What follows belongs to an exercise in optimizing a design on an open flow for small area, a short achievable clock period and few clock cycles; a production flow would make more cautious choices. In this exercise RTL edits were held to simulation tests only and were not proved equivalent to the original. Power and IR drop assume default switching activity.

## v50
==> flow/design.v <==
`timescale 1ns/10ps
module DT(
	input 			clk,
	input			reset,
	output	reg		done ,
	output	reg		sti_rd ,
	output	reg 	[9:0]	sti_addr ,
	input		[15:0]	sti_di,
	output	reg		res_wr ,
	output	reg		res_rd ,
	output	reg 	[13:0]	res_addr ,
	output		[7:0]	res_do,
	input		[7:0]	res_di,
	output  reg fwpass_finish
	);
localparam OP_INIT  = 3'd0;
localparam OP_W     = 3'd1;    
localparam OP_RD    = 3'd2;    
localparam OP_FETCH = 3'd3;    
localparam OP_F     = 3'd4;    
localparam OP_FIX   = 3'd5;    
localparam OP_DONE  = 3'd6;
reg [2:0] op;
reg       bwd;
reg [1:0] slot;           
reg [5:0] far, mid, near;
reg       vf, vm, vn;
reg [5:0] rdo;
reg       pred;
reg       nb;             
reg       la_any, la_more, la_adj, pos0;
reg [3:0] la_nx;          
assign res_do = {2'b00, rdo};
wire [6:0] arow = res_addr[13:7];
wire [6:0] acol = res_addr[6:0];
wire [3:0] apos = res_addr[3:0];
wire [5:0] di = res_di[5:0];
wire       c_fr = far < rdo;
wire       c_mr = mid < rdo;
wire       c_mf = mid < far;
wire       sel_r = !c_fr && !c_mr;
wire       sel_f = !sel_r && !c_mf;
wire [5:0] mk = sel_r ? rdo : (sel_f ? far : mid);        
wire [5:0] rdo1 = (&rdo) ? rdo : rdo + 6'd1;
wire [5:0] far1 = (&far) ? far : far + 6'd1;
wire [5:0] mid1 = (&mid) ? mid : mid + 6'd1;
wire [5:0] mk1 = sel_r ? rdo1 : (sel_f ? far1 : mid1);
wire [5:0] di1 = di + 6'd1;                              
wire       flt = di < rdo;
wire       fgt = rdo < di;
wire       dlt = flt && (di < far) && (di < mid);
wire [5:0] m1 = dlt ? di1 : mk1;
wire       mz = (mk == 6'd0) || (di == 6'd0);
wire       zks = (vm && mid == 6'd0) || (vn && near == 6'd0);
wire [1:0] s0 = !vm ? 2'd0 : !vn ? 2'd1 : 2'd2;
wire [6:0] rowp1 = arow + 7'd1;
wire [6:0] rowm1 = arow - 7'd1;
wire [6:0] colp1 = acol + 7'd1;
wire [6:0] colp2 = acol + 7'd2;
wire [6:0] colm1 = acol - 7'd1;
wire [6:0] colm2 = acol - 7'd2;
wire [6:0] colps = (s0 == 2'd0) ? acol : (s0 == 2'd1) ? colp1 : colp2;
wire [6:0] colms = (s0 == 2'd0) ? acol : (s0 == 2'd1) ? colm1 : colm2;
wire [15:0] bits;                        
genvar gi;
generate for (gi = 0; gi < 16; gi = gi + 1) begin : g_bits
	assign bits[gi] = sti_di[15-gi];
end endgenerate
wire [3:0] nbi = (op == OP_W) ? apos + 4'd2 : apos;
wire       nb_n = bits[nbi];
wire inter_n = (arow != 7'd0) && (arow != 7'd127) && (acol <= 7'd125);
wire objn = inter_n && nb;
wire [15:0] meff = bits & {bits[14:0], 1'b1};
wire [15:0] msh = {meff[14:0], 1'b0};
wire        refresh = sti_rd;           
integer k;
reg [15:0] below;
always @(*) begin
	for (k = 0; k < 16; k = k + 1) below[k] = refresh || (k < la_nx);
end
wire [15:0] cand = meff & below;
wire [7:0] a1, m1t, i1;
wire [3:0] a2, m2; wire [7:0] i2;
wire [1:0] a3, m3; wire [5:0] i3;
generate for (gi = 0; gi < 8; gi = gi + 1) begin : g_t1
	assign a1[gi] = cand[2*gi+1] | cand[2*gi];
	assign m1t[gi] = cand[2*gi+1] & cand[2*gi];
	assign i1[gi] = cand[2*gi+1];
end endgenerate
generate for (gi = 0; gi < 4; gi = gi + 1) begin : g_t2
	assign a2[gi] = a1[2*gi+1] | a1[2*gi];
	assign m2[gi] = m1t[2*gi+1] | m1t[2*gi] | (a1[2*gi+1] & a1[2*gi]);
	assign i2[2*gi+1] = a1[2*gi+1];
	assign i2[2*gi] = a1[2*gi+1] ? i1[2*gi+1] : i1[2*gi];
end endgenerate
generate for (gi = 0; gi < 2; gi = gi + 1) begin : g_t3
	assign a3[gi] = a2[2*gi+1] | a2[2*gi];
	assign m3[gi] = m2[2*gi+1] | m2[2*gi] | (a2[2*gi+1] & a2[2*gi]);
	assign i3[3*gi+2] = a2[2*gi+1];
	assign i3[3*gi+1:3*gi] = a2[2*gi+1] ? i2[4*gi+3:4*gi+2] : i2[4*gi+1:4*gi];
end endgenerate
wire       s_any = a3[1] | a3[0];
wire       s_more = m3[1] | m3[0] | (a3[1] & a3[0]);
wire [3:0] s_nx = a3[1] ? {1'b1, i3[5:3]} : {1'b0, i3[2:0]};
wire       s_adj = refresh ? (pos0 && meff[15]) : msh[la_nx];
wire       wany = |meff;
reg [2:0] n_op; reg n_bwd; reg [1:0] n_slot;
reg [5:0] n_far, n_mid, n_near; reg n_vf, n_vm, n_vn;
reg [5:0] n_rdo; reg n_pred;
reg [13:0] n_addr; reg n_rd, n_wr, n_srd; reg [9:0] n_saddr; reg n_done, n_fw;
reg mv;                   
reg n_pos0;
reg [2:0] np_op;
reg np_mv, np_one, np_srd, np_done, np_rd, np_wr, np_pos0;
reg [13:0] np_addr;
wire lastw = (sti_addr == 10'd8);
always @(*) begin
	np_op = OP_FETCH; np_mv = 1'b0; np_one = 1'b0; np_srd = 1'b0; np_done = 1'b0;
	np_rd = 1'b0; np_wr = 1'b0; np_addr = res_addr; np_pos0 = pos0;
	if (sti_rd) begin
		if (op == OP_FETCH && !wany) begin
			if (lastw) begin np_op = OP_DONE; np_done = 1'b1; end
			else begin np_srd = 1'b1; np_pos0 = 1'b0; end
		end
	end else if (la_any) begin
		np_mv = 1'b1; np_rd = 1'b1; np_pos0 = (la_nx == 4'd0);
		np_srd = !la_more && !lastw;
		if (la_adj && !zks) begin
			np_op = OP_RD; np_addr = {rowp1, colms};
		end else begin
			np_op = OP_F; np_wr = 1'b1; np_one = 1'b1; np_addr = {sti_addr, la_nx};
		end
	end else if (lastw) begin
		np_op = OP_DONE; np_done = 1'b1;
	end else begin
		np_srd = 1'b1; np_pos0 = 1'b0;
	end
end
wire fix = (op == OP_F) && (res_wr ? flt : fgt);
wire [5:0] rval = (op == OP_F && flt) ? di : rdo;
always @(*) begin
	n_op = op; n_bwd = bwd; n_slot = slot;
	n_far = far; n_mid = mid; n_near = near; n_vf = vf; n_vm = vm; n_vn = vn;
	n_rdo = rdo; n_pred = pred;
	n_addr = res_addr; n_rd = 1'b0; n_wr = 1'b0; n_srd = 1'b0; n_saddr = sti_addr;
	n_done = 1'b0; n_fw = 1'b0; mv = 1'b0; n_pos0 = pos0;
	case (op)
	OP_INIT: begin
		n_bwd = 1'b0; n_op = OP_W; n_wr = 1'b1; n_addr = 14'd0; n_rdo = 6'd0;
		n_saddr = 10'd1; n_vf = 1'b0; n_vm = 1'b0; n_vn = 1'b0;
	end
	OP_W: begin
		if (sti_rd) n_saddr = sti_addr + 10'd1;
		if (res_addr == 14'd16383) begin
			n_op = OP_FETCH; n_bwd = 1'b1; n_srd = 1'b1; n_saddr = 10'd1015;
			n_pred = 1'b1; n_pos0 = 1'b0;
		end else begin
			n_far = mid; n_mid = near; n_vf = vm; n_vm = vn; n_vn = 1'b0;
			if (objn && !(rdo == 6'd0 || zks)) begin
				n_op = OP_RD; n_slot = s0; n_rd = 1'b1;
				n_addr = {rowm1, colps};
			end else begin
				n_op = OP_W; n_wr = 1'b1; n_rdo = {5'd0, objn};
				n_addr = {(acol == 7'd127) ? rowp1 : arow, colp1};
				n_srd = (apos == 4'hd); n_fw = (res_addr == 14'd16382);
			end
		end
	end
	OP_RD: begin
		if (slot == 2'd2) begin
			n_near = di; n_vn = 1'b1;
			n_rdo = m1;
			if (!bwd) begin
				n_op = OP_W; n_wr = 1'b1; n_srd = (apos == 4'hf);
				n_addr = {rowp1, colm1};
			end else begin
				n_op = OP_F; n_rd = 1'b1; n_wr = pred || mz;
				n_addr = {rowm1, colp1};
			end
		end else begin
			if (slot == 2'd0) begin n_far = di; n_vf = 1'b1; end
			else begin n_mid = di; n_vm = 1'b1; end
			n_slot = slot + 2'd1; n_op = OP_RD; n_rd = 1'b1;
			n_addr = {arow, bwd ? colm1 : colp1};
		end
	end
	OP_DONE: begin
		n_done = 1'b1;
	end
	default: begin  
		if (op == OP_F) n_pred = !flt;
		if (fix) begin
			n_op = OP_FIX; n_wr = 1'b1; n_rdo = rval;
		end else begin
			n_op = np_op; n_slot = s0; n_addr = np_addr;
			n_rd = np_rd; n_wr = np_wr; n_srd = np_srd; n_done = np_done;
			n_pos0 = np_pos0; mv = np_mv;
			n_rdo = np_one ? 6'd1 : rval;
			if (np_srd) n_saddr = sti_addr - 10'd1;
			if (np_mv) begin
				n_vn = 1'b0;
				if (la_adj) begin
					n_far = mid; n_mid = near; n_vf = vm; n_vm = vn;
				end else begin
					n_vf = 1'b0; n_vm = 1'b0;
				end
			end
		end
	end
	endcase
end
always @(posedge clk or negedge reset) begin
	if (!reset) begin
		op <= OP_INIT; res_rd <= 1'b0; res_wr <= 1'b0; sti_rd <= 1'b0;
		done <= 1'b0; fwpass_finish <= 1'b0;
	end else begin
		op <= n_op; res_rd <= n_rd; res_wr <= n_wr; sti_rd <= n_srd;
		done <= n_done; fwpass_finish <= n_fw;
	end
end
always @(posedge clk) begin
	bwd <= n_bwd; slot <= n_slot;
	far <= n_far; mid <= n_mid; near <= n_near; vf <= n_vf; vm <= n_vm; vn <= n_vn;
	rdo <= n_rdo; pred <= n_pred; pos0 <= n_pos0;
	res_addr <= n_addr; sti_addr <= n_saddr;
	if (!bwd) begin
		if (op != OP_RD || slot == 2'd2) nb <= nb_n;
	end
	if (bwd && (refresh || mv)) begin
		la_any <= s_any; la_more <= s_more; la_nx <= s_nx; la_adj <= s_adj;
	end
end
endmodule
export LEC_CHECK = 0
export CAP_MARGIN = 20
export CORE_MARGIN = 2
export CORE_UTILIZATION = 40
export CTS_BUF_LIST = sky130_fd_sc_hd__clkbuf_8
export CTS_CLUSTER_SIZE = 40
export PLACE_DENSITY = 0.8
export SETUP_SLACK_MARGIN = 2.2
export SLEW_MARGIN = 20
create_clock -name core_clock -period 5.0 [get_ports {clk}]
standard.sh (not shown) runs the stock make flow with config.mk's settings and CLKGATE_MAP_FILE= SYNTH_SCRIPT=/design/flow/synth_recipe.tcl, a recipe that flattens the netlist after the stock synthesis.
==> flow/flow/run.sh <==
#!/bin/bash
# The standard layout, with the port buffers made from the smallest buffer cell
# and the non-critical cells downsized after global routing.
set -euo pipefail
bash standard.sh 'BUFFER_PORTS_ARGS=-buffer_cell sky130_fd_sc_hd__buf_1' 'RECOVER_POWER=50' finish > layout.log 2>&1
In summary, v50 completed successfully, with a layout that passed the timing, DRC and antenna checks.
Testbench counts of v50, summed over its fixed seeds: cycles 587,452.
Edits applied to the flow inputs when going from v50 to v3:
- SETUP_SLACK_MARGIN now 2.4, was 2.2
- PLACE_DENSITY now 0.85, was 0.8
==> flow/flow/run.sh <==
#!/bin/bash
# The standard layout, with the port buffers made from the smallest buffer cell.
set -euo pipefail
bash standard.sh 'BUFFER_PORTS_ARGS=-buffer_cell sky130_fd_sc_hd__buf_1' finish > layout.log 2>&1
==> run notes <==
- Compared to v50, v3 has global-route wire length before repair 1200 um higher.
- Switching power of the nets up 6.8% in v3 wrt v50
- v3 has core utilization above what v50 had.
For v14, these inputs were changed with respect to v3:
- swapping 2.4 for 2.2 in SETUP_SLACK_MARGIN
Results
- Of v3 and v14, v14 shows the lower largest stage delay on the critical path, with v3 above it.
- In v14, setup slack is lower than in v3.
- Hold slack delta for v14 relative to v3: 0.024 ns lower
- Diff v3 -> v14 | area taken by multi-input logic gates | down by a few percent
- Flip-flop and latch count after synthesis: v3 vs v14 identical
- v3 -> v14: via count decreased by a few percent
- Achievable clock frequency (v14 over v3): decrease, about 2.6%
- v3 -> v14: multi-input logic cell count flat
Changes in v29 relative to v14:
- PLACE_DENSITY now 0.8, was 0.85
==> run notes <==
- Worst setup path endpoint = res_addr[11]: v14; worst setup path endpoint = rdo[0]: v29
- v14 → v29: post-detailed-placement cell area neither gained nor lost much, total routed wirelength dropped about 2.8%, count of buffers not belonging to the clock network in the layout increased by about 6% relative to the old numbers, met2 routed wirelength down about 2.4%, signed area change from the synthesized netlist to the final layout went down by 0.48 points.
- Going from v14 to v29, routed length on met3 went down about 14%; proportion of final cell area spent on non-clock buffers went up by 0.43 points; count of cell instances traversed by the critical path decreased 1.
- Summary: with v14 as the reference, final-stage net count in v29 moved up slightly.
- Summary: with v14 as the reference, via count in v29 moved down slightly.
The following lists how v2 was set up differently from v29:
- CORE_UTILIZATION now 70, was 40
--- outcome ---
- v2: no failed stages, no open violations at the end
- v2 vs v29: largest net degree at the start of global routing down
- Looking at global-route usage across v2 and v29, the one that comes out lower is v29.
- v2 falls short of v29 in time the worst path needs with I/O delays and setup.
- Compared v2 vs v29, and maximum ir drop on the vdd rail is up in v2.
- Area after synthesis came out exactly the same in v2 and v29.
- v2 ends up with a wire length that is about 23% higher than in v29.
- Of the two values seen for highest metal layer with signal wires, met4 was produced by v29 and met5 by v2.
- v2 against v29; final cell count is down by a few percent.
- v2 — number of search-and-repair iterations in the first detailed-routing pass 3 higher, v29 as reference
#### Input delta (v37 over v2)
- PLACE_DENSITY now 0.75, was 0.8
- CORE_UTILIZATION now 40, was 70
- GPL_TIMING_DRIVEN now 0, previously not set
## What came out
- Of v2 and v37, v37 shows the higher register-to-register slack, with v2 below it.
- Relative slew slack: v2 and v37 compared, higher one is v2
- Number of cells traversed by the worst register-to-register path for v37: 2 up relative to v2
- Launch point of the critical path: res_di[5] -> v37, op[0] -> v2

[re-timing with driven ports]
No port has a modelled driver above. Below, the same layouts with a new extraction and two added sets of constraints. Step 1 sets driving cells, clkbuf_16 on the clock port and buf_2 on the other inputs (assumed; they add their load-dependent delay and slew). Step 2 adds t to the input delays and takes it off the output delays; t is the mean of the earliest and latest rising clock arrival at the registers after step 1. Input paths then give back, and output paths get back, about the clock's delay inside the block. Three values: ideal, step 1, step 2; two values: the first two.
run | shift t [ns] | slack for setup (ns) | worst setup path after step 2
v50 | 0.410 | 1.615 / 1.615 / 1.349 | input to register
v3 | 0.403 | 2.215 / 2.215 / 1.812 | input to register
v14 | 0.409 | 2.140 / 2.144 / 1.735 | input to register
v29 | 0.415 | 2.219 / 2.234 / 1.820 | input to register
v2 | 0.408 | 1.853 / 1.853 / 1.578 | input to register
v37 | 0.404 | 2.206 / 2.202 / 1.798 | input to register
After both steps setup and hold are still met in every run listed. The setup slack of v37, which loses most, moves by -0.004 ns with the drivers and by -0.408 ns with both steps.
